Context: an optimization exercise on an open-source flow, tuned for small area, a short achievable clock period and few clock cycles. The choices shown serve that exercise and are no tape-out recipe.
Function was checked by simulation only, so behaviour that the tests miss may differ from the original.
Power figures rest on the tool's default switching activity, not on a simulated workload.

==> flow/design.v <==
`timescale 1ns / 1ps
module datapath (
    input wire clk,
    input wire rst,
    input wire load_Mem,
    input wire [16-1:0] user_inst_write,
    input wire [12-1:0] user_inst_addr,
    input wire user_inst_wen,
    input wire ap_start, resume,
    output wire [16*6-1:0] rf_out,
    output wire [16*12-1:0] mem_out,
    output wire ap_start_debug,
    output wire halt
);
    localparam [3:0] OP_HALT = 4'h0, OP_INC = 4'h1, OP_JMP = 4'h2, OP_JNE = 4'h3,
                     OP_JE = 4'h4, OP_ADD = 4'h5, OP_SUB = 4'h6, OP_XOR = 4'h7,
                     OP_CMP = 4'h8, OP_MOV0 = 4'h9, OP_MOV1 = 4'hA, OP_MOV2 = 4'hB,
                     OP_MOV3 = 4'hC, OP_MOV4 = 4'hD, OP_SADD = 4'hE, OP_NOP = 4'hF;
    localparam [15:0] BUBBLE = 16'hF000;
    reg started, halted, flag;
    reg [6:0] pc;           
    reg [15:0] id;
    reg id_pend;            
    reg [6:0] id_alt_pc;    
    reg [15:0] ir;
    reg ir_pend;
    reg [6:0] ir_alt_pc;
    reg [5:0] sel_n, sel_m;    
    reg [15:0] ld_lo;          
    reg [7:0] ld_hi;           
    reg [6:0] ld_a;            
    reg [15:0] r0, r1, r2, r3, r4, r5;
    reg started_o, halted_o;
    assign ap_start_debug = started_o;
    assign halt = halted_o;
    assign rf_out = {r5, r4, r3, r2, r1, r0};
    wire [3:0] xop = ir[15:12];
    wire [5:0] xm = ir[5:0];
    wire [15:0] a = ({16{sel_n[0]}} & r0) | ({16{sel_n[1]}} & r1) | ({16{sel_n[2]}} & r2) |
                    ({16{sel_n[3]}} & r3) | ({16{sel_n[4]}} & r4) | ({16{sel_n[5]}} & r5);
    wire [15:0] b = ({16{sel_m[0]}} & r0) | ({16{sel_m[1]}} & r1) | ({16{sel_m[2]}} & r2) |
                    ({16{sel_m[3]}} & r3) | ({16{sel_m[4]}} & r4) | ({16{sel_m[5]}} & r5);
    function [15:0] pfx_add(input [15:0] x, input [15:0] y, input ci);
        reg [4:0] s0, s1;
        reg c;
        integer k;
        begin
            c = ci;
            for (k = 0; k < 4; k = k + 1) begin
                s0 = {1'b0, x[k*4 +: 4]} + {1'b0, y[k*4 +: 4]};
                s1 = {1'b0, x[k*4 +: 4]} + {1'b0, y[k*4 +: 4]} + 5'd1;
                pfx_add[k*4 +: 4] = c ? s1[3:0] : s0[3:0];
                c = c ? s1[4] : s0[4];
            end
        end
    endfunction
    wire [15:0] mrd;    
    wire sb_fwd;
    wire [5:0] r_small = {r5[15:6] == 10'b0, r4[15:6] == 10'b0, r3[15:6] == 10'b0,
                        r2[15:6] == 10'b0, r1[15:6] == 10'b0, r0[15:6] == 10'b0};
    wire ext_a = |(sel_n & r_small) && a[5];
    wire ext_b = |(sel_m & r_small) && b[5];
    wire [15:0] sa = {a[15:6] | {10{ext_a}}, a[5:0]};
    wire [15:0] sb = {b[15:6] | {10{ext_b}}, b[5:0]};
    wire x_eq = (a == b);
    function [7:0] opdec(input [3:0] op);
        opdec = {op == OP_MOV3 || op == OP_MOV4, op == OP_SADD, op == OP_MOV1, op == OP_MOV0,
                 op == OP_XOR, op == OP_SUB, op == OP_ADD, op == OP_INC};
    endfunction
    reg [7:0] xs;
    wire s_inc = xs[0];
    wire s_add = xs[1];
    wire s_sub = xs[2];
    wire s_xor = xs[3];
    wire s_mv0 = xs[4];
    wire s_mv1 = xs[5];
    wire s_sad = xs[6];
    wire s_mem = xs[7];
    wire [15:0] add_a = s_sad ? sa : a;
    wire [15:0] add_b = ({16{s_add}} & b) | ({16{s_sub}} & ~b) | ({16{s_sad}} & sb);
    wire add_c = s_inc || s_sub;
    wire [15:0] sum = pfx_add(add_a, add_b, add_c);
    wire [15:0] res = ({16{s_inc || s_add || s_sub || s_sad}} & sum) | ({16{s_xor}} & (a ^ b)) |
                      ({16{s_mv0}} & {10'b0, xm}) | ({16{s_mv1}} & b) | mrd;
    wire x_rwe = (xop == OP_INC) || (xop == OP_ADD) || (xop == OP_SUB) || (xop == OP_XOR) ||
                 (xop == OP_MOV0) || (xop == OP_MOV1) || (xop == OP_MOV3) || (xop == OP_SADD);
    wire x_mwe = (xop == OP_MOV2) || (xop == OP_MOV4);
    wire [15:0] x_wdata = (xop == OP_MOV2) ? b : mrd;
    wire x_halt = (xop == OP_HALT);
    wire x_cmp = (xop == OP_CMP);
    wire x_sure = (ir[11:6] == ir[5:0]);    
    wire d_halt_now;
    wire mispred;
    wire [6:0] ua = user_inst_addr[6:0];
    wire [6:0] pc1;
    wire can_start = ap_start && !load_Mem && !user_inst_wen;
    wire [15:0] m31;
    wire w31_now = load_Mem || (user_inst_wen && ua == 7'd31);
    wire [6:0] idle_pc = (!w31_now && m31[15:12] == OP_JMP) ? m31[6:0] : 7'd31;
    wire hold_halt = halted && resume && x_halt;
    wire run = !rst && (started ? ((!halted || resume) && !hold_halt) : can_start);
    always @(posedge clk) begin
        if (rst) begin
            started <= 1'b0;
            halted <= 1'b0;
            started_o <= 1'b0;
            halted_o <= 1'b0;
            flag <= 1'b0;
        end else begin
            if (ap_start) started <= 1'b1;
            if (run) halted <= x_halt || d_halt_now;
            else if (halted && resume) halted <= 1'b0;
            if (run) halted_o <= x_halt || d_halt_now;
            else if (halted_o && resume) halted_o <= 1'b0;
            started_o <= started || ap_start;
            if (run && x_cmp) flag <= x_eq;
        end
    end
    wire [15:0] rbus = rst ? 16'h0 : res;
    wire rw = run && x_rwe;
    always @(posedge clk) begin
        if (rst || (rw && sel_n[0])) r0 <= rbus;
        if (rst || (rw && sel_n[1])) r1 <= rbus;
        if (rst || (rw && sel_n[2])) r2 <= rbus;
        if (rst || (rw && sel_n[3])) r3 <= rbus;
        if (rst || (rw && sel_n[4])) r4 <= rbus;
        if (rst || (rw && sel_n[5])) r5 <= rbus;
    end
    reg sb_v;
    reg [6:0] sb_a;
    reg [15:0] sb_d;
    always @(posedge clk) begin
        if (rst)
            sb_v <= 1'b0;
        else
            sb_v <= run && x_mwe;
        sb_a <= a[6:0];
        sb_d <= x_wdata;
    end
    reg fwd_q;
    wire ld_take = run && !stall_ld;
    wire [6:0] ld_a_next = ld_take ? dv[6:0] : ld_a;
    always @(posedge clk) fwd_q <= !rst && run && x_mwe && (a[6:0] == ld_a_next);
    always @(posedge clk) begin
        ld_a <= ld_a_next;
        ld_lo <= 16'b1 << ld_a_next[3:0];
        ld_hi <= 8'b1 << ld_a_next[6:4];
    end
    assign sb_fwd = fwd_q;
    wire [7:0] h_lo = (8'b1 << ua[2:0]) & {8{!started && user_inst_wen && !load_Mem}};
    wire [15:0] h_hi = 16'b1 << ua[6:3];
    wire [7:0] c_lo = (8'b1 << sb_a[2:0]) & {8{started && sb_v && !load_Mem}};
    wire [15:0] c_hi = 16'b1 << sb_a[6:3];
    wire [15:0] wbus = rst ? 16'h0 : (started ? sb_d : user_inst_write);
    wire [15:0] mem [0:127];
    genvar gi;
    generate
        for (gi = 0; gi < 128; gi = gi + 1) begin : g_mem
            localparam PRESET = (gi == 30) || (gi == 31) || (gi == 32) || (gi == 34) || (gi == 36) || (gi == 38);
            reg [15:0] w;
            wire we = rst || (h_hi[gi / 8] && h_lo[gi % 8]) || (c_hi[gi / 8] && c_lo[gi % 8]) ||
                      (PRESET && load_Mem);
            wire [15:0] d;
            if (PRESET) begin : g_p
                assign d = (load_Mem && !rst) ? gi : wbus;
            end else begin : g_n
                assign d = wbus;
            end
            always @(posedge clk)
                if (we) w <= d;
            assign mem[gi] = w;
        end
    endgenerate
    assign m31 = mem[31];
    assign mem_out = {mem[41], mem[40], mem[39], mem[38], mem[37], mem[36],
                      mem[35], mem[34], mem[33], mem[32], mem[31], mem[30]};
    wire [15:0] grp [0:7];
    genvar gg;
    generate
        for (gg = 0; gg < 8; gg = gg + 1) begin : g_rd
            reg [15:0] acc;
            integer k;
            always @(*) begin
                acc = 16'h0;
                for (k = 0; k < 16; k = k + 1)
                    acc = acc | ({16{ld_lo[k]}} & mem[gg * 16 + k]);
            end
            assign grp[gg] = {16{ld_hi[gg] && s_mem && !sb_fwd}} & acc;
        end
    endgenerate
    assign mrd = grp[0] | grp[1] | grp[2] | grp[3] | grp[4] | grp[5] | grp[6] | grp[7] |
                 ({16{s_mem && sb_fwd}} & sb_d);
    wire [3:0] dop = id[15:12];
    wire [5:0] dn = id[11:6];
    wire [5:0] dm = id[5:0];
    wire d_cmp = (dop == OP_CMP);
    wire d_ld = (dop == OP_MOV3) || (dop == OP_MOV4);
    wire d_sure = (dn == dm);
    assign d_halt_now = started && (dop == OP_HALT) && !halted && !x_halt && !x_mwe && !mispred;
    wire x_wr_dm = x_rwe && (dm < 6'd6) && sel_n[dm[2:0]];
    wire [6:0] fa = a[6:0];
    wire [6:0] fsa = sa[6:0];
    wire [6:0] fsb = sb[6:0];
    wire [6:0] x_lo7 = ({7{s_inc}} & (fa + 7'd1)) | ({7{s_add}} & (fa + b[6:0])) |
                       ({7{s_sub}} & (fa - b[6:0])) | ({7{s_xor}} & (fa ^ b[6:0])) |
                       ({7{s_mv0}} & {1'b0, xm}) | ({7{s_mv1}} & b[6:0]) |
                       ({7{s_sad}} & (fsa + fsb));
    reg [15:0] dv;    
    always @(*) begin
        if (x_wr_dm) dv = {9'b0, x_lo7};
        else case (dm)
            6'd0: dv = r0;
            6'd1: dv = r1;
            6'd2: dv = r2;
            6'd3: dv = r3;
            6'd4: dv = r4;
            6'd5: dv = r5;
            default: dv = 16'h0;
        endcase
    end
    wire stall_ld = d_ld && x_wr_dm && s_mem;
    function [31:0] ohx(input [6:0] x);
        reg [7:0] ol, oh, el, eh;
        begin
            ol = 8'b1 << x[3:1];
            oh = 8'b1 << x[6:4];
            el = x[0] ? {ol[6:0], ol[7]} : ol;
            eh = (x[0] && x[3:1] == 3'd7) ? {oh[6:0], oh[7]} : oh;
            ohx = {eh, el, oh, ol};
        end
    endfunction
    reg [31:0] oh;
    wire [7:0] o_lo = oh[7:0];
    wire [7:0] o_hi = oh[15:8];
    wire [7:0] e_lo = oh[23:16];
    wire [7:0] e_hi = oh[31:24];
    wire [15:0] egrp [0:7];
    wire [15:0] ogrp [0:7];
    generate
        for (gg = 0; gg < 8; gg = gg + 1) begin : g_fr
            reg [15:0] eacc, oacc;
            integer k;
            always @(*) begin
                eacc = 16'h0;
                oacc = 16'h0;
                for (k = 0; k < 8; k = k + 1) begin
                    eacc = eacc | ({16{e_lo[k]}} & mem[(gg * 8 + k) * 2]);
                    oacc = oacc | ({16{o_lo[k]}} & mem[(gg * 8 + k) * 2 + 1]);
                end
            end
            assign egrp[gg] = {16{e_hi[gg]}} & eacc;
            assign ogrp[gg] = {16{o_hi[gg]}} & oacc;
        end
    endgenerate
    wire [15:0] ev = egrp[0] | egrp[1] | egrp[2] | egrp[3] | egrp[4] | egrp[5] | egrp[6] | egrp[7];
    wire [15:0] od = ogrp[0] | ogrp[1] | ogrp[2] | ogrp[3] | ogrp[4] | ogrp[5] | ogrp[6] | ogrp[7];
    wire [15:0] w0 = pc[0] ? od : ev;
    wire [15:0] w1 = pc[0] ? ev : od;
    wire [3:0] op0 = w0[15:12];
    wire [3:0] op1 = w1[15:12];
    wire [6:0] imm0 = w0[6:0];
    wire [6:0] imm1 = w1[6:0];
    assign mispred = ir_pend && x_eq;
    wire isj0 = (op0 == OP_JMP) || (op0 == OP_JNE) || (op0 == OP_JE);
    wire isj1 = (op1 == OP_JMP) || (op1 == OP_JNE) || (op1 == OP_JE);
    wire isc0 = (op0 == OP_JNE) || (op0 == OP_JE);
    wire isc1 = (op1 == OP_JNE) || (op1 == OP_JE);
    wire isn0 = (op0 == OP_NOP);
    wire isn1 = (op1 == OP_NOP);
    wire norm0 = !isj0 && !isn0;
    wire norm1 = !isj1 && !isn1;
    wire cmp0 = (op0 == OP_CMP);
    wire y_cmp = d_cmp || x_cmp;                  
    wire y_sure = d_cmp ? d_sure : x_sure;        
    wire known = !y_cmp || y_sure;
    wire fl = y_cmp ? y_sure : flag;
    wire tk0 = (op0 == OP_JMP) || (op0 == OP_JNE && !fl) || (op0 == OP_JE && fl);
    wire tk1 = (op1 == OP_JMP) || (op1 == OP_JNE && !fl) || (op1 == OP_JE && fl);
    wire sure0 = 1'b0;    
    wire tk1c = (op1 == OP_JMP) || (op1 == OP_JNE && !sure0) || (op1 == OP_JE && sure0);
    wire skip0 = isn0 || (isj0 && !tk0);
    wire wait0 = isc0 && !known;
    wire wait1 = skip0 && isc1 && !known;
    wire f_wait = wait0 || wait1;
    wire only0 = norm0 && !cmp0 && isc1 && !known;
    assign pc1 = pc + 7'd1;
    wire [6:0] pc2 = pc + 7'd2;
    wire c_t0 = isj0 && tk0;
    wire c_s1 = !c_t0 && !skip0 && (norm1 || only0);
    wire c_t1 = !c_t0 && (skip0 ? (isj1 && tk1) : (!norm1 && !only0 && !isn1 && (cmp0 ? tk1c : tk1)));
    wire c_s2 = !c_t0 && !c_t1 && !c_s1;
    wire i_w0 = !c_t0 && !skip0;                
    wire i_w1 = !c_t0 && skip0 && norm1;        
    wire f_own = norm0 && cmp0 && isc1;
    wire [6:0] f_alt_pc = (op1 == OP_JNE) ? pc2 : imm1;
    wire idle = !started && !run;
    wire f_redir = rst || idle || (run && mispred);            
    wire [6:0] redir_pc = rst ? 7'd31 : (idle ? idle_pc : ir_alt_pc);
    wire f_adv = run && !mispred && !stall_ld;                 
    wire f_go = f_adv && !f_wait;                              
    wire f_keep = !f_redir && !f_go;
    wire g_t0 = f_go && c_t0;
    wire g_t1 = f_go && c_t1;
    wire g_s1 = f_go && c_s1;
    wire g_s2 = f_go && c_s2;
    wire [6:0] pc_next = ({7{g_t0}} & imm0) | ({7{g_t1}} & imm1) | ({7{g_s1}} & pc1) |
                         ({7{g_s2}} & pc2) | ({7{f_redir}} & redir_pc) | ({7{f_keep}} & pc);
    wire [31:0] oh_next = ({32{g_t0}} & ohx(imm0)) | ({32{g_t1}} & ohx(imm1)) |
                          ({32{g_s1}} & ohx(pc1)) | ({32{g_s2}} & ohx(pc2)) |
                          ({32{f_redir}} & ohx(redir_pc)) | ({32{f_keep}} & oh);
    wire d_w0 = f_go && i_w0;
    wire d_w1 = f_go && i_w1;
    wire d_keep = !rst && !(run && mispred) && !f_adv;
    wire d_bub = !d_w0 && !d_w1 && !d_keep;
    wire [15:0] id_next = ({16{d_w0}} & w0) | ({16{d_w1}} & w1) | ({16{d_bub}} & BUBBLE) |
                          ({16{d_keep}} & id);
    wire id_pend_next = (f_go && f_own) || (d_keep && id_pend);
    always @(posedge clk) begin
        pc <= pc_next;
        oh <= oh_next;
        id <= id_next;
        id_pend <= id_pend_next;
        if (f_go) id_alt_pc <= f_alt_pc;
    end
    always @(posedge clk) begin
        if (rst) begin
            ir <= BUBBLE;
            xs <= 8'b0;
            ir_pend <= 1'b0;
            sel_n <= 6'b0;
            sel_m <= 6'b0;
        end else if (run) begin
            if (mispred) begin
                ir <= BUBBLE;
                xs <= 8'b0;
                ir_pend <= 1'b0;
                sel_n <= 6'b0;
            end else if (stall_ld) begin
                ir <= BUBBLE;
                xs <= 8'b0;
                ir_pend <= 1'b0;
                sel_n <= 6'b0;
            end else begin
                ir <= d_halt_now ? BUBBLE : id;
                xs <= d_halt_now ? 8'b0 : opdec(dop);
                sel_n <= (dn < 6'd6 && !d_halt_now) ? (6'b1 << dn) : 6'b0;
                sel_m <= (dm < 6'd6) ? (6'b1 << dm) : 6'b0;
                ir_pend <= id_pend;
                ir_alt_pc <= id_alt_pc;
            end
        end
    end
endmodule
==> flow/flow/run.sh <==
#!/bin/bash
# The standard layout (standard.sh), with one change: the buffers that
# buffer_ports puts on every input and output port are buf_4 cells instead of
# the default choice (a slow delay buffer). Each tool's output goes to its own log.
set -euo pipefail
bash standard.sh synth > synth.log 2>&1
bash standard.sh "BUFFER_PORTS_ARGS=-buffer_cell sky130_fd_sc_hd__buf_4" finish > layout.log 2>&1
==> flow/standard.sh <==
#!/bin/bash
# synth_recipe.tcl (not shown) runs the flow's synth.tcl, then flattens the netlist and writes it again
# the make line also repeats each setting of config.mk as NAME=value (left out here)
make -C /OpenROAD-flow-scripts/flow DESIGN_CONFIG=/design/flow/config.mk WORK_HOME=/design/flow/orfs CLKGATE_MAP_FILE= SYNTH_SCRIPT=/design/flow/synth_recipe.tcl "${@:-finish}"
==> flow/config.mk <==
export PLATFORM = sky130hd
export DESIGN_NAME = datapath
export DESIGN_NICKNAME = datapath
export VERILOG_FILES = /design/flow/design.v
export SDC_FILE = /design/flow/constraint.sdc
export NUM_CORES = 4
export LEC_CHECK = 0
export CAP_MARGIN = 20
export CORE_MARGIN = 2
export CORE_UTILIZATION = 26
export CTS_BUF_LIST = sky130_fd_sc_hd__clkbuf_4 sky130_fd_sc_hd__clkbuf_8
export PLACE_DENSITY = 0.45
export SETUP_SLACK_MARGIN = 4.0
export SLEW_MARGIN = 20
export TNS_END_PERCENT = 5
==> flow/constraint.sdc <==
create_clock -name core_clock -period 8.0 [get_ports {clk}]
set_input_delay 1.6000 -clock core_clock [delete_from_list [all_inputs] [get_ports {clk}]]
set_output_delay 1.6000 -clock core_clock [all_outputs]
set_load 0.01 [all_outputs]
==> metrics.md, run 1 <==
| Metric | Value |
|---|---|
| Filler instances | 38.7k |
| Drt total wl | 605 mm |
| Synth Area in Simple Gates | 0.0556 |
| GRT Util Overall | 0.290 |
| Pre-antenna DRT Iters | 10 |
| Clk_skew | 136 ps |
| PD cells | 341 nW/um^2 |
| Via-to-Cell Ratio | 6.56 |
| IO Count | 324 |
| Area grow syn2layout | 22.5% |
| CP endpoint kind | flip-flop |
| H-tree depth | 5 |
| Post-Synthesis Cells | 7333 |
| Gpl congestion | 0.974 |
| Max Cap Violations | 0 |
| Final antenna-violating net count | 1 |
| Crit start category | flip-flop |
| Relative slew slack | 0.0859 |
| SO Viols | antenna violations |
| Unique masters post-synth | 100 |
| Starting DRT DRC Count | 16.0k |
| Most frequent cells in the layout | edfxtp_1, a22oi_1, buf_4, clkbuf_8, a22o_1 |
| Port Buf Inserts | 318 |
| Post-Synth Adder-Cell Area | 0.00580 |
| Max Clk Rate | 211 MHz |
| Storage element area | 68000 sq um |
| CTS tree | yes |
| Layout cells sized above 1 | 0.243 |
| Hold_buf cts | 0 |
| Clock Pin Slew Worst Setup and Hold Paths | 60 ps |
| Inst Count DP | 12.6k |
| Die X | 632 um |
| Nets@finish | 8108 |
| Most common cell after layout, fill and taps aside | edfxtp_1 |
| Post-synthesis xor/xnor area fraction | 0.00756 |
| Top FF cell, synth | edfxtp_1 |
| Max-slew violations | 0 |
| # rows | 230 |
| VDD IR-drop max | 0.206 mV |
| Final Util | 0.320 |
| CP max FO | 28 |
| Mux share of post-synthesis cell area | 0.00880 |
| # clock sinks | 2312 |
| Kind of critical path | reg -> reg |
| Yosys reg bits | 2312 |
| Vias post-DR | 89.1k |
| Largest family of logic cells by synthesized area | compound AO/OA/AOI/OAI gates |
| Final min period | 4730 ps |
| Final setup fails | 0 |
| Die height | 632 um |
| Status | finished with violations |
| Post-Syn Area | 103000 sq um |
| Final cell count without fillers | 13.6k |
| Final Hold Fails | 0 |
| Largest net degree at the start of global routing | 179 |
| DR WL/cell | 44.6 um |
| Core region area | 393000 sq um |
| Worst skew pair latency | 1150 ps |
| Post-route clock period utilization | 0.592 |
| Die area | 400000 sq um |
| Sequential area share after synthesis | 0.661 |
| Global-route wire length before repair | 789 mm |
| Final setup TNS | 0 ps |
| Count of flip-flops with a built-in enable after synthesis | 2158 |
| Placed wire-length estimate | 376 mm |
| RSZ-0062 raised after global routing | true |
| Crit path arrival time | 5520 ps |
| Clock root buffer | clkbuf_8 |
| Initial Util | 0.261 |
| FFs w/ async S/R, synth | 0 |
| Post-Syn Area per Cell | 14.0 sq um |
| Leak pwr | 41.7 nW |
| Yosys warnings | 1 |
| Post-synthesis compound-gate area fraction | 0.234 |
| Least-Margin Pin Slew | 1360 ps |
| Max clock buf depth | 4 |
| Mapped Nets | 7411 |
| Drt drc | 0 |
| GRT overflow | 0 |
| Vias in the first global route | 83.0k |
| CTS buffer count | 402 |
| Initial antenna violation count | 65 |
| Area of the multi-input gates | 34300 sq um |
| Req. time, crit path | 8790 ps |
| HP Class | reg -> reg |
==> flip-flops by register name, indices dropped and copies added (netlist names), 6 cells and up <==
name and cells:
r2 16, r1 16, pc 7, ld_lo 16, r5 16, r0 16, r3 16, r4 16
xs 8, ir 16, sb_a 7, id 16, ld_hi 8, sel_m 6, sb_d 16, ld_a 7
sel_n 6, id_alt_pc 7, ir_alt_pc 7, oh 32, g_mem.w 2048
==> worst max-delay path: stages (launching register included) <==
cell,delay [ps]
dfxtp_4,610
buf_4,480
a221oi_1,340
nand3_1,100
nor2_1,420
o22ai_1,160
nor3_1,1010
nand4_1,660
nor2_1,380
nor2_1,170
==> cells by family (layout without fill, tap and decap cells) <==
logic type	count (synthesis)	in the layout
xor gates and xnor gates	87	87
AOI/OAI and AO/OA	3053	3053
muxes	78	78
other	0	25
DFF	2312	2312
and+or+nand+nor	1082	1082
buffers and inverters	677	1685
adders and majority gates	44	44
==> power breakdown <==
part	leakage, nW	switching [mW]	internal, mW	total (mW)
Combinational	14.0	11.3	4.51	15.8
Clock	4.22	5.32	5.95	11.3
Sequential	23.5	1.36	14.5	15.8
==> path summary, 6_finish.rpt <==
| kind | start | end | slack, ps | depth (start not counted) |
|---|---|---|---|---|
| max reg2reg | ld_lo[14] | r0[1] | 3270 | 9 |
| min reg2reg | id_alt_pc[1] | ir_alt_pc[1] | 430 | 0 |
| max | ld_lo[14] | r0[1] | 3270 | 9 |
| min | id_alt_pc[1] | ir_alt_pc[1] | 430 | 0 |
==> area by class of cell <==
type / instances / area share
timing repair buffer: 914 / 0.0688
antenna: 25 / 0.000497
clock buffer: 528 / 0.0522
tap: 5220 / 0.0519
inverter: 56 / 0.00200
multi-input combinational: 4344 / 0.272
sequential: 2312 / 0.541
clock inverter: 187 / 0.0112
==> repair_timing <==
action,CTS,global route
setup endpoints to repair,272,203
gates resized for setup,345,30
cloned,10,0
pin swaps,82,22
buffers inserted,222,12
==> cells in the mapped netlist, types with 45 or more instances <==
cell type | number | area share
xnor2_1 | 51 | 0.0044
inv_1 | 54 | 0.0020
a41oi_1 | 165 | 0.014
buf_1 | 154 | 0.0056
buf_2 | 126 | 0.0061
nor3_1 | 77 | 0.0038
nor4_1 | 46 | 0.0028
and3_1 | 97 | 0.0059
nor2_1 | 228 | 0.0083
a22oi_1 | 1530 | 0.11
nand2_1 | 158 | 0.0058
a22o_1 | 344 | 0.029
nand3_1 | 121 | 0.0059
nand4_1 | 182 | 0.011
a221oi_1 | 350 | 0.030
edfxtp_1 | 2158 | 0.63
dfxtp_1 | 154 | 0.030
a31oi_1 | 83 | 0.0051
a221o_1 | 131 | 0.013
a21oi_1 | 143 | 0.0070
clkbuf_1 | 328 | 0.012
o21ai_0 | 59 | 0.0029
mux2i_1 | 45 | 0.0044
==> layer usage <==
| layer | global-route usage | vias up | wire (um) |
|---|---|---|---|
| met1 | 0.359 | 45400 | 217000 |
| met4 | 0.212 | 50 | 53800 |
| met2 | 0.416 | 8617 | 249000 |
| li1 | - | 33000 | - |
| met3 | 0.102 | 2011 | 84900 |
| met5 | 0 | - | 388 |
==> through the flow <==
step | setup WS [ps] | power (mW) | area [sq um] | hold WS, ps
3_5_place_dp | 2120 | 29.0 | 113000 | 406
5_1_grt | 3360 | 43.3 | 126000 | 437
2_1_floorplan | 3780 | 21.4 | 103000 | 400
6_report | 3270 | 42.9 | 126000 | 433
4_1_cts | 3480 | 41.9 | 125000 | 433
3_3_place_gp | 2160 | 29.0 | 113000 | 408
Testbench counts, summed over its fixed seeds: cycles 28,899.
==> run 2, diff against run 1 <==
==> flow/flow/run.sh (replaced) <==
#!/bin/bash
# The standard layout (standard.sh), with two changes:
#  - the buffers that buffer_ports puts on every input and output port are buf_4
#    cells instead of the default choice (a slow delay buffer);
#  - timing repair may resize a cell to any drive strength, not only to cells of
#    the same footprint (MATCH_CELL_FOOTPRINT=0);
#  - antenna repair may take up to 15 rounds after global and detailed routing.
# Synthesis is the standard one. Each tool's output goes to its own log.
set -euo pipefail
bash standard.sh synth > synth.log 2>&1
bash standard.sh "BUFFER_PORTS_ARGS=-buffer_cell sky130_fd_sc_hd__buf_4" MATCH_CELL_FOOTPRINT=0 MAX_REPAIR_ANTENNAS_ITER_GRT=15 MAX_REPAIR_ANTENNAS_ITER_DRT=15 finish > layout.log 2>&1
==> metrics.md, run 2 <==
| Metric | Value |
|---|---|
| Status | no timing/DRC/antenna violations |
| Drt drc | 0 |
| Kind of critical path | reg -> reg |
| Nets@finish | 8107 |
| Hold Path Stages | 0 |
| Final setup fails | 0 |
| Port Buf Inserts | 318 |
| CP Launch Point | xs[7] |
| RSZ-0062 raised after global routing | true |
| PD cells | 341 nW/um^2 |
| # clock sinks | 2312 |
| Count of flip-flops with a built-in enable after synthesis | 2158 |
| # rows | 230 |
| Yosys warnings | 1 |
| Placed wire-length estimate | 373 mm |
| Die area | 400000 sq um |
| Most common cell after layout, fill and taps aside | edfxtp_1 |
| Post-Synthesis Cells | 7333 |
| CTS buffer count | 392 |
| Clock power frac | 0.262 |
| Critical path depth | 8 |
| Die height | 632 um |
| Starting DRT DRC Count | 17.4k |
| Max Cap Violations | 0 |
| GRT Util Overall | 0.294 |
| IO Count | 324 |
| Mapped Nets | 7411 |
| Final Hold Fails | 0 |
| Hold_ws | 420 ps |
| Relative slew slack | 0.0328 |
| GRT overflow | 0 |
| Top FF cell, synth | edfxtp_1 |
| CTS tree | yes |
| Max-slew violations | 0 |
| Initial Util | 0.261 |
| Filler instances | 38.8k |
| Drt total wl | 613 mm |
| Inst Count DP | 12.6k |
| Net Sw Frac | 0.424 |
| CP endpoint kind | flip-flop |
| Largest net degree at the start of global routing | 124 |
| Hold Path End | ir_alt_pc[6] |
| R2r worst-path depth | 8 |
| CP max FO | 18 |
| Final setup TNS | 0 ps |
| Max clock buf depth | 4 |
| Yosys reg bits | 2312 |
| Combinational power share | 0.371 |
| NetSw | 18.2 mW |
| Post-Syn Area | 103000 sq um |
| Crit start category | flip-flop |
| Largest register FFs | 2048 |
| Most frequent cells in the layout | edfxtp_1, a22oi_1, buf_4, clkbuf_8, a221oi_1 |
| Hold_sp | id_alt_pc[6] |
| Delay-heaviest family, CP | simple AND/OR/NAND/NOR gates |
| Design area | 126000 sq um |
| DR WL/cell | 45.1 um |
| Slowest cell delay on critical path | 1070 ps |
| VDD IR-drop max | 0.198 mV |
| Final cell count without fillers | 13.6k |
| Synth area leader | edfxtp_1 |
| Crit-path cells | nor2b_4 -> buf_4 -> nand2_2 -> a31oi_1 -> nor4_4 -> nand3_1 -> nor3_1 -> nor2_1 |
| Worst skew pair latency | 1180 ps |
| Unique masters post-synth | 100 |
| Most frequent cell after synthesis | edfxtp_1 |
| Sequential area share after synthesis | 0.661 |
| Post-Syn Area per Cell | 14.0 sq um |
| RR Endpoint | r4[2] |
| Clk_skew | 129 ps |
| Pwr Total | 42.9 mW |
| Top cell type's share of synthesized area | 0.631 |
| Clock root buffer | clkbuf_8 |
| Pre-antenna DRT Iters | 9 |
| Buf/Inv on CP | 1 |
| FFs w/ async S/R, synth | 0 |
| Leak pwr | 41.7 nW |
| Top flop regs | g_mem.w x2048, oh x32 |
| Area grow syn2layout | 22.5% |
| Core region area | 393000 sq um |
| Via-to-Cell Ratio | 6.57 |
| HP Class | reg -> reg |
| Final min period | 4930 ps |
| Vias in the first global route | 83.2k |
| Reg power frac | 0.368 |
| P_int | 24.7 mW |
| Slowest CP cell | a31oi_1 |
| Die X | 632 um |
| Final antenna-violating net count | 0 |
| Worst r2r src | xs[7] |
| Global-route wire length before repair | 795 mm |
| Commonest cells in the netlist | edfxtp_1, a22oi_1, a221oi_1 |
| H-tree depth | 5 |
| Max Clk Rate | 203 MHz |
| Least-Margin Pin Slew | 1440 ps |
| Reg2Reg Setup Slack | 3070 ps |
| Synth area leaders | edfxtp_1, a22oi_1, dfxtp_1, a221oi_1, a22o_1 |
| Reg with most FFs | g_mem.w |
| Crit path arrival time | 5730 ps |
| Placed cell area | 113000 sq um |
| Vias post-DR | 89.3k |
| Clock Pin Slew Worst Setup and Hold Paths | 60 ps |
| Req. time, crit path | 8810 ps |
| Initial antenna violation count | 60 |
| Gpl congestion | 0.990 |
| Post-route clock period utilization | 0.616 |
| Layout cells sized above 1 | 0.242 |
run 2: cell count changes in the layout (fill, tap and decap cells not counted), moves of 9 or more:
cell,delta
a221o_1,+27
a221o_2,-25
a221oi_2,-9
clkbuf_16,+16
clkbuf_8,-11
clkinv_1,-21
clkinv_2,+10
diode_2,+13
o221ai_2,+9
run 2: worst max path at each step:
| stage | to |
|---|---|
| 2_1_floorplan | r0[15] |
| 3_3_place_gp | oh[28] |
| 3_5_place_dp | oh[27] |
| 4_1_cts | r2[14] |
| 5_1_grt | r4[15] |
| 6_report | r4[2] |
run 2: logic make-up after synthesis:
group,count (synthesis),synth area share
compound gates,3053,0.234
flops,2312,0.661
simple gates,1082,0.0556
buf+inv,677,0.0269
xor+xnor,87,0.00756
mux,78,0.00880
fa+ha+maj,44,0.00580
run 2: layout make-up:
type | instances | area [sq um] | area share
flip-flops and latches | 2312 | 68000 | 0.541
multi-input cells | 4345 | 34200 | 0.272
repair buffers | 922 | 8720 | 0.0693
well taps | 5220 | 6530 | 0.0519
clock buffers | 513 | 6380 | 0.0507
clock inverters | 195 | 1570 | 0.0124
inverters | 56 | 244 | 0.00194
diodes | 38 | 95.1 | 0.000756
run 2: power groups by stage:
stage,clock network [mW],registers [mW],logic [mW]
2_1_floorplan,0,15.1,6.29
3_3_place_gp,0,16.2,12.9
3_5_place_dp,0,16.2,12.8
4_1_cts,11.3,15.7,14.9
5_1_grt,11.7,15.8,15.7
6_report,11.2,15.8,15.9
run 2: metal layers:
layer / GRT usage / routed length, um / up-vias
li1: - / - / 33000
met1: 0.355 / 214000 / 45200
met2: 0.420 / 251000 / 8774
met3: 0.113 / 90000 / 2203
met4: 0.221 / 57200 / 52
met5: 0.00628 / 622 / -
run 2: what timing repair did:
item	in CTS	in global routing
setup buffers	203	16
setup endpoints to repair	249	201
hold buffers	0	0
cloned	17	0
pin swaps	68	20
resized for setup	348	25
run 2: worst reg2reg max path: stages, from the launching register on:
cell     delay, ps
dfxtp_1        390
nor2b_4        640
buf_4          460
nand2_2        700
a31oi_1       1120
nor4_4         210
nand3_1        540
nor3_1         180
nor2_1         410
run 2: metrics by stage:
stage,util,setup WS [ps]
4_1_cts,0.319,3420
3_3_place_gp,0.288,2220
6_report,0.320,3070
3_5_place_dp,0.288,2260
2_1_floorplan,-,3800
5_1_grt,0.320,3340
==> run 3, diff against run 2 <==
==> flow/flow/run.sh (replaced) <==
#!/bin/bash
# The standard layout (standard.sh), with two changes:
#  - the buffers that buffer_ports puts on every input and output port are buf_4
#    cells instead of the default choice (a slow delay buffer);
#  - antenna repair may take up to 15 rounds after global and detailed routing.
# Synthesis is the standard one. Each tool's output goes to its own log.
set -euo pipefail
bash standard.sh synth > synth.log 2>&1
bash standard.sh "BUFFER_PORTS_ARGS=-buffer_cell sky130_fd_sc_hd__buf_4" MAX_REPAIR_ANTENNAS_ITER_GRT=15 MAX_REPAIR_ANTENNAS_ITER_DRT=15 finish > layout.log 2>&1
--- a/flow/config.mk
+++ b/flow/config.mk
@@ -11,5 +11,5 @@
 export CTS_BUF_LIST = sky130_fd_sc_hd__clkbuf_4 sky130_fd_sc_hd__clkbuf_8
 export PLACE_DENSITY = 0.45
-export SETUP_SLACK_MARGIN = 4.0
+export SETUP_SLACK_MARGIN = 4.5
 export SLEW_MARGIN = 20
 export TNS_END_PERCENT = 5
==> metrics.md, run 3 <==
| Metric | Value |
|---|---|
| Post-Syn Area per Cell | 14.0 sq um |
| Hold_buf cts | 0 |
| DP Worst Slack | 1820 ps |
| Core region area | 393000 sq um |
| Sequential area share after synthesis | 0.661 |
| Max clock buf depth | 4 |
| Crit path arrival time | 5650 ps |
| Design area | 126000 sq um |
| Worst skew pair latency | 1230 ps |
| HP Class | reg -> reg |
| Post-Synthesis Cells | 7333 |
| VDD IR-drop max | 0.222 mV |
| Layout cells sized above 1 | 0.248 |
| Unique masters post-synth | 100 |
| Pwr Total | 42.8 mW |
| Gpl congestion | 0.996 |
| Global-route wire length before repair | 791 mm |
| Count of flip-flops with a built-in enable after synthesis | 2158 |
| Crit start category | flip-flop |
| Yosys reg bits | 2312 |
| Top FF cell, synth | edfxtp_1 |
| PD cells | 340 nW/um^2 |
| Most frequent cells in the layout | edfxtp_1, a22oi_1, buf_4, clkbuf_8, a22o_1 |
| # clock sinks | 2312 |
| Clock root buffer | clkbuf_8 |
| Most common cell after layout, fill and taps aside | edfxtp_1 |
| Pre-antenna DRT Iters | 9 |
| Final setup fails | 0 |
| Final min period | 4830 ps |
| P_int | 24.6 mW |
| CP max FO | 55 |
| H-tree depth | 5 |
| Final Hold Fails | 0 |
| Area grow syn2layout | 22.8% |
| Hold_ws | 419 ps |
| Final cell count without fillers | 13.6k |
| Drt drc | 0 |
| Final antenna-violating net count | 0 |
| RSZ-0062 raised after global routing | true |
| Final setup TNS | 0 ps |
| Final Util | 0.321 |
| Initial Util | 0.261 |
| FFs w/ async S/R, synth | 0 |
| Nets@finish | 8132 |
| Port Buf Inserts | 318 |
| Largest net degree at the start of global routing | 122 |
| CP endpoint kind | flip-flop |
| DR WL/cell | 44.5 um |
| Commonest cells in the netlist | edfxtp_1, a22oi_1, a221oi_1 |
| Slowest cell delay on critical path | 710 ps |
| Top flop regs | g_mem.w x2048, oh x32 |
| Mapped Nets | 7411 |
| Least-Margin Pin Slew | 1340 ps |
| Most frequent CP cell | nor2_1 |
| Reg2Reg Setup Slack | 3170 ps |
| IO Count | 324 |
| Initial antenna violation count | 56 |
| Largest register FFs | 2048 |
| CTS tree | yes |
| Vias in the first global route | 83.4k |
| Req. time, crit path | 8820 ps |
| GRT overflow | 0 |
| Most frequent cell after synthesis | edfxtp_1 |
| Combinational power share | 0.372 |
| Clk_skew | 144 ps |
| Crit-path cells | buf_12 -> a22o_1 -> a221oi_1 -> nand3_1 -> nor2_1 -> o22ai_1 -> nor3_2 -> nand4_1 -> nor2_1 -> nor2_1 |
| Reg with most FFs | g_mem.w |
| Vias post-DR | 88.8k |
| Clock Pin Slew Worst Setup and Hold Paths | 60 ps |
| Inst Count DP | 12.6k |
| Kind of critical path | reg -> reg |
| Leak pwr | 41.8 nW |
| Placed cell area | 113000 sq um |
| Via-to-Cell Ratio | 6.51 |
| Max Clk Rate | 207 MHz |
| Die height | 632 um |
| NetSw | 18.2 mW |
| Synth area leaders | edfxtp_1, a22oi_1, dfxtp_1, a221oi_1, a22o_1 |
| Die area | 400000 sq um |
| Top cell type's share of synthesized area | 0.631 |
| Clock power frac | 0.259 |
| Relative slew slack | 0.0964 |
| Final WS setup | 3170 ps |
| Max Cap Violations | 0 |
| Starting DRT DRC Count | 16.5k |
| # rows | 230 |
| Post-Syn Area | 103000 sq um |
| Placed wire-length estimate | 379 mm |
| Post-route clock period utilization | 0.604 |
| Drt total wl | 606 mm |
| Die X | 632 um |
| GRT Util Overall | 0.291 |
| Net Sw Frac | 0.424 |
| Reg power frac | 0.368 |
| Slowest CP cell | nor3_2 |
| Max-slew violations | 0 |
| Yosys warnings | 1 |
| Synth area leader | edfxtp_1 |
| CTS buffer count | 396 |
| Status | no timing/DRC/antenna violations |
==> run 3: cell count changes in the layout (fill, tap and decap cells not counted), moves of 7 or more <==
cell,change
clkinv_1,+31
buf_4,+21
clkbuf_16,-16
a221oi_1,-13
o21ai_0,-12
buf_12,+11
diode_2,-11
a221oi_2,+10
o21ai_1,+9
a22oi_1,+7
a22oi_2,-7
a41oi_4,-7
clkinvlp_4,-7
==> run 3: timing repair <==
| item | 4_1_cts | 5_1_grt |
|---|---|---|
| cloned | 8 | 0 |
| buffers inserted | 215 | 29 |
| pin swaps | 121 | 53 |
| setup endpoints to repair | 1221 | 1247 |
| gates resized for setup | 377 | 77 |
==> run 3: final cells by class <==
| class | count | area, sq um |
|---|---|---|
| antenna | 27 | 67.6 |
| clock buffer | 518 | 6450 |
| clock inverter | 205 | 1400 |
| fill | 38700 | 267000 |
| inverter | 56 | 240 |
| multi-input combinational | 4346 | 34500 |
| sequential | 2312 | 68000 |
| tap | 5220 | 6530 |
| timing repair buffer | 942 | 8720 |
==> run 3: layer usage <==
layer  track usage  vias up  wire length [um]
met1         0.351    45100            213000
met4         0.214       40             54300
li1              -    33100                 -
met5       0.00447        -               501
met3         0.112     2054             86500
met2         0.419     8449            251000
==> run 3: power groups by stage <==
stage	sequential [mW]	combinational (mW)	clock [mW]
detailed placement	16.2	12.9	0
floorplan	15.1	6.29	0
finish	15.8	15.9	11.1
global route	15.8	15.8	11.7
CTS	15.7	14.8	11.1
global placement	16.2	12.9	0
==> run 3: critical path, delay by kind of cell (launching register included) <==
family / cells / cell delay [ps]
AND/OR/NAND/NOR: 6 / 2540
AO/OA/AOI/OAI: 3 / 960
flip-flops: 1 / 540
buffers and inverters: 1 / 300
==> run 3: final timing paths <==
kind / depth (start not counted) / to / startpoint
min reg2reg: 0 / ir_alt_pc[4] / id_alt_pc[4]
max: 10 / r0[1] / ld_lo[0]
max reg2reg: 10 / r0[1] / ld_lo[0]
min: 0 / ir_alt_pc[4] / id_alt_pc[4]
==> run 3: kinds of logic (layout without fill, tap and decap cells) <==
| family | count (synthesis) | in the layout | synth area share |
|---|---|---|---|
| compound gates | 3053 | 3053 | 0.234 |
| xor+xnor | 87 | 87 | 0.00756 |
| fa+ha+maj | 44 | 44 | 0.00580 |
| buf+inv | 677 | 1721 | 0.0269 |
| flops | 2312 | 2312 | 0.661 |
| mux | 78 | 78 | 0.00880 |
| other cells | 0 | 27 | 0 |
| simple gates | 1082 | 1084 | 0.0556 |

## re-timing with driven ports
The flow's constraints put no driver on any port. The routed layouts listed below were extracted and timed again, unchanged, in two steps. Step 1 assumes that a clkbuf_16 drives the clock port and a buf_2 every other input. Step 2 times the ports against the registers' clock, not the clock port: input delays grow and output delays shrink by t, the midpoint of the rising clock arrivals with the driver on. Three values: ideal, step 1, step 2; two values: the first two.
run | t (ns) | setup WS [ns] | latest minus earliest clock arrival (ns) | worst register clock-pin slew, ns | pins driven straight from the clock port
run 1 | 1.200 | 3.265 / 3.265 / 2.569 | 0.165 / 0.165 | 0.08 / 0.08 | 1
run 2 | 1.212 | 3.075 / 3.075 / 2.429 | 0.135 / 0.135 | 0.08 / 0.08 | 1
run 3 | 1.240 | 3.172 / 3.172 / 2.445 | 0.162 / 0.163 | 0.08 / 0.08 | 1
The setup slack of run 3, which loses most, moves by 0.000 ns with the drivers and by -0.727 ns with both steps.
